This design comes from an exercise in tuning for small area and a short achievable clock period on the open sky130 flow, not from production work. In this exercise RTL edits were held to simulation tests only and were not proved equivalent to the original.

==> flow/coeff.mem <==
11111011
00001011
00100101
01010101
01010101
00100101
00001011
11111011
==> flow/run.sh <==
#!/bin/bash
# synth_recipe.tcl (not shown) runs the flow's synth.tcl, then flattens the netlist and writes it again
# the make line also repeats each setting of config.mk as NAME=value (left out here)
make -C /OpenROAD-flow-scripts/flow DESIGN_CONFIG=/design/flow/config.mk WORK_HOME=/design/flow/orfs CLKGATE_MAP_FILE= SYNTH_SCRIPT=/design/flow/synth_recipe.tcl finish
==> flow/config.mk <==
export PLATFORM = sky130hd
export DESIGN_NAME = FIR_filter
export DESIGN_NICKNAME = FIR_filter
export VERILOG_FILES = /design/flow/design.v
export SDC_FILE = /design/flow/constraint.sdc
export NUM_CORES = 4
export LEC_CHECK = 0
export CAP_MARGIN = 20
export CORE_MARGIN = 2
export CORE_UTILIZATION = 40
export PLACE_DENSITY = 0.6
export SLEW_MARGIN = 20
==> flow/constraint.sdc <==
create_clock -name core_clock -period 12.0 [get_ports {clk}]
set_input_delay 2.4000 -clock core_clock [delete_from_list [all_inputs] [get_ports {clk}]]
set_output_delay 2.4000 -clock core_clock [all_outputs]
set_load 0.01 [all_outputs]
==> flow/design.v <==
`timescale 1ns / 1ps
module FIR_filter #(
    parameter  N1   = 8,    
    parameter  N2 = 16 ,
    parameter integer N3  = 32    
)(
    input  wire                      clk,
    input  wire                      rst,
    input  wire                      enable,
    input  wire signed [N2-1:0]    input_data,
    output  signed [N3-1:0]   sampleT,
   output   signed [N3-1:0] output_data
);
  reg signed [N3-1:0] output_data_reg;
  reg signed [N1-1:0] b [0:7] ;
  reg signed [N2-1:0] samples[0:6] ;
  integer i ;
   initial 
   begin   $readmemb("coeff.mem", b);
      end
    always @(posedge clk ) begin
        if (rst) begin
            for (i = 0; i < N1-1; i = i + 1) 
            samples[i]<= 7'b0 ;
            output_data_reg<= 0 ;
        end
         else if (enable) begin
            output_data_reg<=b[0]*input_data 
                            +b[1]*samples[0]
                            +b[2]*samples[1]
                            +b[3]*samples[2]
                            +b[4]*samples[3]
                            +b[5]*samples[4]
                            +b[6]*samples[5]
                            +b[7]*samples[6] ;
              samples[0]<=input_data ;
              samples[1]<=samples[0] ;
              samples[2]<=samples[1] ;
              samples[3]<=samples[2] ;
              samples[4]<=samples[3] ;
              samples[5]<=samples[4] ;
              samples[6]<=samples[5] ;
              end
              end
         assign output_data=output_data_reg ;
         assign sampleT=samples[0];
              endmodule
==> impl_metrics.env <==
export IMPL_path_clk_slew_ps=60
export IMPL_num_antenna_cells=0
export IMPL_io_pins=83
export IMPL_initialDrtViolationCount=656
export IMPL_drc=0
export IMPL_setup_violations_final=0
export IMPL_grt_max_degree=83
export IMPL_syn_area_um2=26900
export IMPL_synth_seq_cells=143
export IMPL_std_cell_rows=95
export IMPL_outcome="no timing/DRC/antenna violations"
export IMPL_worstHoldPathType="reg2reg"
export IMPL_synth_async_reset_ratio_pct=0
export IMPL_max_freq_mhz=96.9
export IMPL_layout_drive_gt1_share_pct=1.86
export IMPL_synth_top_family_by_area="adder cells"
export IMPL_synth_xor_area_share_pct=1.11
export IMPL_drt_pass1_iterations=5
export IMPL_arrival_ps=10700
export IMPL_worst_slew_pin_transition_ps=1010
export IMPL_crit_type="in2reg"
export IMPL_grt_pass1_vias=19100
export IMPL_synth_top_cell_by_area="fa_1"
export IMPL_timing_final_ws_setup_ps=1680
export IMPL_clkSinkCount=143
export IMPL_post_cts_buffers=0
export IMPL_worst_path_max_fanout=8
export IMPL_cts_root_buf="clkbuf_16"
export IMPL_cts_tree="done"
export IMPL_core_um2=66800
export IMPL_syn_avg_cell_area_um2=10.2
export IMPL_relSlewSlack_pct=32.9
export IMPL_fin_area_um2=29100
export IMPL_wl_um=60300
export IMPL_finClkSkew_ps=16.5
export IMPL_netlist_area_leader_share_pct=43.2
export IMPL_synth_area_leaders="fa_1, ha_1, inv_1"
export IMPL_viasPerCell=4.67
export IMPL_muxShareOfSynthArea_pct=4.77
export IMPL_finalCritPeriodShare_pct=86.0
export IMPL_fp_dieArea_um2=69300
export IMPL_period_needed_ps=10320
export IMPL_numPortBuffers=82
export IMPL_fp_dieW_um=263
export IMPL_syn_to_final_growth_pct=8.34
export IMPL_cap_violations=0
export IMPL_cts_max_level=4
export IMPL_placed_area_um2=28600
export IMPL_cp_start_kind="input pin"
export IMPL_post_cts_resized=0
export IMPL_nets=3704
export IMPL_grt_antenna_before_repair=0
export IMPL_initial_utilization_pct=40.2
export IMPL_synth_compound_area_share_pct=2.90
export IMPL_grt_usage_pct=18.9
export IMPL_dp_worst_setup_slack_ps=1150
export IMPL_rsz0062_at_grt="false"
export IMPL_final_max_slew_viol_count=0
export IMPL_synth_edf_count=0
export IMPL_final_core_util_pct=43.6
export IMPL_worstSetupEndpointType="flop"
export IMPL_placed_cells=3534
export IMPL_syn_nets=3656
export IMPL_yosysWarnings=2
export IMPL_synthAdderAreaFrac_pct=63.0
export IMPL_synth_simple_gate_area_share_pct=3.73
export IMPL_routabilityCongestion=0.879
export IMPL_fin_cells=3566
export IMPL_hpwlAfterDp_um=52200
export IMPL_clockBufferDepth=2
export IMPL_wl_per_cell_um=16.9
export IMPL_largest_reg_flops=112
export IMPL_grt_pass1_wl_um=102000
export IMPL_hold_viol=0
export IMPL_antenna_left=0
export IMPL_grt_overflow=0
export IMPL_synth_top_flop_cell="dfxtp_1"
export IMPL_numCtsBuffers=17
export IMPL_die_h_um=263
export IMPL_synthCells=2632
export IMPL_cts_hold_buf=0
export IMPL_seq_area_frac_synth_pct=10.6
export IMPL_insertion_delay_ps=500
export IMPL_via_count=16600
export IMPL_critPathRequiredTime_ps=12380
export IMPL_setup_tns_ps=0
export IMPL_nFillCells=6436
export IMPL_synth_distinct_cells=57
export IMPL_whs_ps=459
final cells by class:
type | count | area (um2) | area share (%)
multi-input cells | 1514 | 20300 | 69.7
inverters | 916 | 3440 | 11.8
flip-flops and latches | 143 | 2860 | 9.83
well taps | 873 | 1090 | 3.75
repair buffers | 88 | 867 | 2.98
clock buffers | 20 | 437 | 1.50
clock inverters | 12 | 136 | 0.468
placed cells by master (no fill, tap or decap), drive strengths merged, types with 5 or more instances in the layout:
cell,instances
xnor2,17
nand4,5
and3,5
o21ai,25
a31oi,9
inv,919
nand2,29
clkbuf,21
a211oi,5
ha,425
nand2b,8
mux2i,128
clkdlybuf4s50,80
buf,7
dfxtp,143
xor2,17
a21o,14
a21oi,38
fa,580
nand3,10
or2,6
nor2,145
routing by layer:
metal,global-route usage (%),up-vias,routed length [um]
met2,33.4,232,31300
li1,-,7787,-
met3,2.24,72,1460
met4,5.95,0,1470
met5,0,-,0
met1,24.2,8546,26000
cell usage after synthesis (2+ instances only):
cell	number
o311ai_1	2
or3_1	2
o21ai_0	9
xor2_1	17
xnor2_1	17
nor3_1	3
o21a_1	3
buf_1	15
nor3b_1	3
or2_2	5
a21oi_1	36
dfxtp_1	143
nor2b_1	4
nand4_1	5
buf_2	4
fa_1	580
mux2i_1	128
o21ai_1	16
buf_4	17
nand3_1	10
nand2_1	29
ha_1	425
a21o_1	14
nand3b_1	2
and3_1	5
clkbuf_1	23
o22ai_1	4
a21oi_2	2
inv_1	916
o21bai_1	3
nand2b_1	8
nor2_1	145
a31oi_1	9
a211oi_1	5
path summary, 6_finish.rpt:
path / endpoint / from / slack (ps) / cells after the start
hold reg to reg: output_data_reg[24] / output_data_reg[24] / 460 / 2
setup / recovery: output_data_reg[30] / input_data[1] / 1680 / 26
setup reg to reg: output_data_reg[26] / samples[6][3] / 3660 / 26
hold / removal: output_data_reg[24] / output_data_reg[24] / 460 / 2
critical path, cell delays in order:
cell	delay (ps)
clkdlybuf4s50_1	770
inv_1	130
fa_1	610
inv_1	70
fa_1	530
inv_1	50
fa_1	460
fa_1	510
inv_1	50
fa_1	500
inv_1	50
fa_1	470
inv_1	50
fa_1	480
fa_1	500
fa_1	490
inv_1	50
fa_1	510
inv_1	50
ha_1	440
nand4b_2	230
a2111oi_4	440
o2111ai_2	220
a21oi_2	220
nor2_1	70
a2111oi_2	330
kinds of logic (layout without fill, tap and decap cells):
| kind of cell | after synthesis | count (layout) |
|---|---|---|
| compound gates | 119 | 119 |
| xor+xnor | 34 | 34 |
| fa+ha+maj | 1005 | 1005 |
| buf+inv | 975 | 1036 |
| flops | 143 | 143 |
| mux | 128 | 128 |
| simple gates | 228 | 228 |

what the ideal ports hide:
Ports are ideal in the flow. The routed layout listed here was re-timed in OpenROAD. Step 1 (the two cells are an assumption about what drives the block):
set clk [get_ports {clk}]
set_driving_cell -lib_cell sky130_fd_sc_hd__clkbuf_16 $clk
set_driving_cell -lib_cell sky130_fd_sc_hd__buf_2 [delete_from_list [all_inputs] $clk]
Step 2 moves the port delays by t, midway between the first and last clock arrival at a register: inputs arrive t later, outputs are due t later. That takes back most of the time a late clock gives input paths. Slacks: ideal ports / drivers / drivers and shift; pairs: ideal ports / drivers.
shift t [ns]: 0.551
setup slack, ns: 1.682 / 1.714 / 1.163
hold WS [ns]: 0.459 / 0.459 / 0.459
latest minus earliest clock arrival (ns): 0.016 / 0.016
slew at the worst register clock pin (ns): 0.07 / 0.07
After both steps setup and hold are still met in this run. The setup slack of this run moves by +0.032 ns with the drivers and by -0.519 ns with both steps.
